This design comes from an exercise in tuning for small area on the open sky130 flow, not from production work. Function was checked by simulation only, so behaviour that the tests miss may differ from the original. Power figures rest on the tool's default switching activity, not on a simulated workload.

==> flow/design.v (excerpt) <==
module traffic( rst, clk,
                dip, bt,
                bt_manual,
                led_red, led_yellow, led_green, led_left,
                led_walk_red, led_walk_green,
                LCD_RS, LCD_RW,
                LCD_DATA, LED_out);
input rst;
input clk;
input [1:0] dip;
input bt;
input [7:0] bt_manual;
output reg [3:0] led_red;
output reg [3:0] led_yellow;
output reg [3:0] led_green;
output reg [3:0] led_left;
output reg [3:0] led_walk_red;
output reg [3:0] led_walk_green;
output reg LCD_RS, LCD_RW;
output reg [7:0] LCD_DATA;
output reg [7:0] LED_out;
reg [9:0] r;
reg clk1;
wire r_first = (r == 10'd0);
wire r_last  = (r == 10'd1);
wire tick = r_last & ~clk1;
always @(posedge clk or posedge rst)
    if (rst) begin
        r <= 10'd0;
        clk1 <= 1'b0;
    end else if (r_first) begin
        case (dip)
            2'b00: r <= 10'd1000;
            2'b01: r <= 10'd100;
            2'b10: r <= 10'd10;
            2'b11: r <= 10'd5;
        endcase
    end else begin
        r <= r - 10'd1;
        if (r_last) clk1 <= ~clk1;
    end
reg [3:0] s1, m1, h1;
reg [2:0] s10, m10;
reg [1:0] h10;
reg bt_d, hplus;
wire s1_9  = s1[3] & s1[0];
wire m1_9  = m1[3] & m1[0];
wire h1_9  = h1[3] & h1[0];
wire s59   = s1_9 & s10[2] & s10[0];
wire m59   = m1_9 & m10[2] & m10[0];
wire w_m   = tick & s59;
wire w_h   = w_m & m59;
wire h_inc = w_h | hplus;
always @(posedge clk or posedge rst)
    if (rst) begin
        bt_d <= 1'b0;
        hplus <= 1'b0;
    end else begin
        bt_d <= bt;
        hplus <= bt & ~bt_d;
    end
always @(posedge clk or posedge rst)
    if (rst) begin
        s1 <= 4'd0; s10 <= 3'd0;
    end else if (tick) begin
        if (s59) begin
            s1 <= 4'd0; s10 <= 3'd0;
        end else if (s1_9) begin
            s1 <= 4'd0; s10 <= s10 + 3'd1;
        end else
            s1 <= s1 + 4'd1;
    end
always @(posedge clk or posedge rst)
    if (rst) begin
        m1 <= 4'd0; m10 <= 3'd0;
    end else if (w_m) begin
        if (m59) begin
            m1 <= 4'd0; m10 <= 3'd0;
  ...
Settings: LEC_CHECK=0, ABC_AREA=1, CAP_MARGIN=20, CORE_MARGIN=2, CORE_UTILIZATION=70, PLACE_DENSITY=0.8, SLEW_MARGIN=20; clock period 10.0 ns.
run.sh (not shown) runs the stock make flow with config.mk's settings and CLKGATE_MAP_FILE= SYNTH_SCRIPT=/design/flow/synth_recipe.tcl, a recipe that flattens the netlist after the stock synthesis.
Then changed:
Settings changed: ABC_AREA 1 to unset, CORE_UTILIZATION 70 to 40, CTS_BUF_LIST set to sky130_fd_sc_hd__clkbuf_8, PLACE_DENSITY 0.8 to unset.
Result: Clock-buffer cell count goes up by 1. Total power goes up by 14%. Worst setup slack loses 470 ps. Sequential power goes up by 9.6%. Via count goes down by 11%. Routed wire length goes down by 5.3%. Final area goes down by 4.6%. Critical path depth goes down by 3.
Then changed:
Settings changed: CTS_BUF_LIST sky130_fd_sc_hd__clkbuf_8 to unset.
- The new run passed the timing, DRC and antenna checks
- count of clock-buffer cells in the layout is unchanged
- final area increases by 1.5%
- area after synthesis is unchanged
- core utilization increases by 0.70 points
- via count hardly moves
- wire length increases by 0.60%

========
traffic, a different RTL version from the one above (not shown whole).
Size in the first run: ~90 flip-flops, roughly 55 I/O pins, roughly 4600 um^2 of cells after synthesis.
==> flow/config.mk <==
export PLATFORM = sky130hd
export DESIGN_NAME = traffic
export DESIGN_NICKNAME = traffic
export VERILOG_FILES = /design/flow/design.v
export SDC_FILE = /design/flow/constraint.sdc
export NUM_CORES = 4
export LEC_CHECK = 0
export CAP_MARGIN = 20
export CORE_MARGIN = 2
export CORE_UTILIZATION = 40
export SLEW_MARGIN = 20
==> flow/constraint.sdc <==
create_clock -name core_clock -period 10.0 [get_ports {clk}]
set_input_delay 2.0000 -clock core_clock [delete_from_list [all_inputs] [get_ports {clk}]]
set_output_delay 2.0000 -clock core_clock [all_outputs]
set_load 0.01 [all_outputs]
standard.sh (not shown) runs the stock make flow with config.mk's settings and CLKGATE_MAP_FILE= SYNTH_SCRIPT=/design/flow/synth_recipe.tcl, a recipe that flattens the netlist after the stock synthesis.
==> flow/flow/run.sh <==
#!/bin/bash
# Own layout flow: the standard flow (standard.sh), with
#  - the standard synthesis, except that ABC maps the logic with an area-oriented
#    script (flow/abc.script) instead of ORFS's speed script;
#  - port buffers of the smallest buffer cell;
#  - clock tree buffers from CTS_BUF_LIST without dummy loads.
# Each tool's output is in orfs/logs/; make's own output in own_flow_make.log.
set -euo pipefail
W=$(pwd)
F=$W/flow
sed -e "s|^  log_cmd abc {\*}\$abc_args|  set abc_args [lreplace \$abc_args 1 1 $F/abc.script]\n  log_cmd abc {*}\$abc_args|" \
    "$FLOW_HOME/scripts/synth.tcl" > "$W/own_synth_body.tcl"
grep -q "$F/abc.script" "$W/own_synth_body.tcl"
sed -e "s|source \$::env(SCRIPTS_DIR)/synth.tcl|source $W/own_synth_body.tcl|" "$W/synth_recipe.tcl" > "$W/own_synth.tcl"
grep -q own_synth_body "$W/own_synth.tcl"
CTS="-sink_clustering_enable -repair_clock_nets -dont_use_dummy_load -buf_list sky130_fd_sc_hd__clkbuf_8"
bash "$W/standard.sh" "SYNTH_SCRIPT=$W/own_synth.tcl" \
    "BUFFER_PORTS_ARGS=-buffer_cell sky130_fd_sc_hd__buf_1" \
    "CTS_ARGS=$CTS" finish > "$W/own_flow_make.log" 2>&1
==> flow/flow/abc.script <==
strash
&get -n
&deepsyn -T 60
&put
dch -f
amap -Q 0
topo
stime -c
Next try:
--- a/flow/flow/run.sh
+++ b/flow/flow/run.sh
@@ -16 +16 @@
-CTS="-sink_clustering_enable -repair_clock_nets -dont_use_dummy_load -buf_list sky130_fd_sc_hd__clkbuf_8"
+CTS="-sink_clustering_enable -repair_clock_nets -dont_use_dummy_load -buf_list {sky130_fd_sc_hd__clkbuf_2 sky130_fd_sc_hd__clkbuf_4 sky130_fd_sc_hd__clkbuf_8}"
==> flow/flow/abc.script (replaced) <==
strash
&get -n
&deepsyn -T 60
&put
dch -f
amap
topo
stime -c
What happened: Non-clock buffer count stays the same. Final cell count does not change. Clock skew does not change. Worst setup slack does not change. Die area is unchanged. Via count stays the same.

==> port drivers added, routing unchanged <==
The flow's constraints put no driver on any port. The routed layouts listed below were extracted and timed again, unchanged, in two steps.
Step 1 assumes that a clkbuf_16 drives the clock port and a buf_2 every other input.
Step 2, shift: input delay + t, output delay - t, t = (earliest + latest rising clock arrival at the registers) / 2. This alone moves slack from input paths to output paths.
Three values: no drivers, after step 1, after step 2; two values: the first two.
| run | t (ns) | setup slack, ns | worst setup path at the end | worst slew at a driven data input, ns | pins driven straight from the clock port |
|---|---|---|---|---|---|
| the first run of note 1 | 0.390 | 5.256 / 5.220 / 5.610 | register to output | 0.03 | 1 |
| the second run of note 1 | 0.404 | 4.790 / 4.752 / 5.156 | register to output | 0.04 | 1 |
| the third run of note 1 | 0.387 | 4.819 / 4.779 / 5.166 | register to output | 0.04 | 1 |
| the first run of note 2 | 0.373 | 5.148 / 5.117 / 5.491 | register to output | 0.03 | 1 |
| the second run of note 2 | 0.373 | 5.148 / 5.117 / 5.491 | register to output | 0.03 | 1 |
After both steps setup and hold are still met in every run listed.
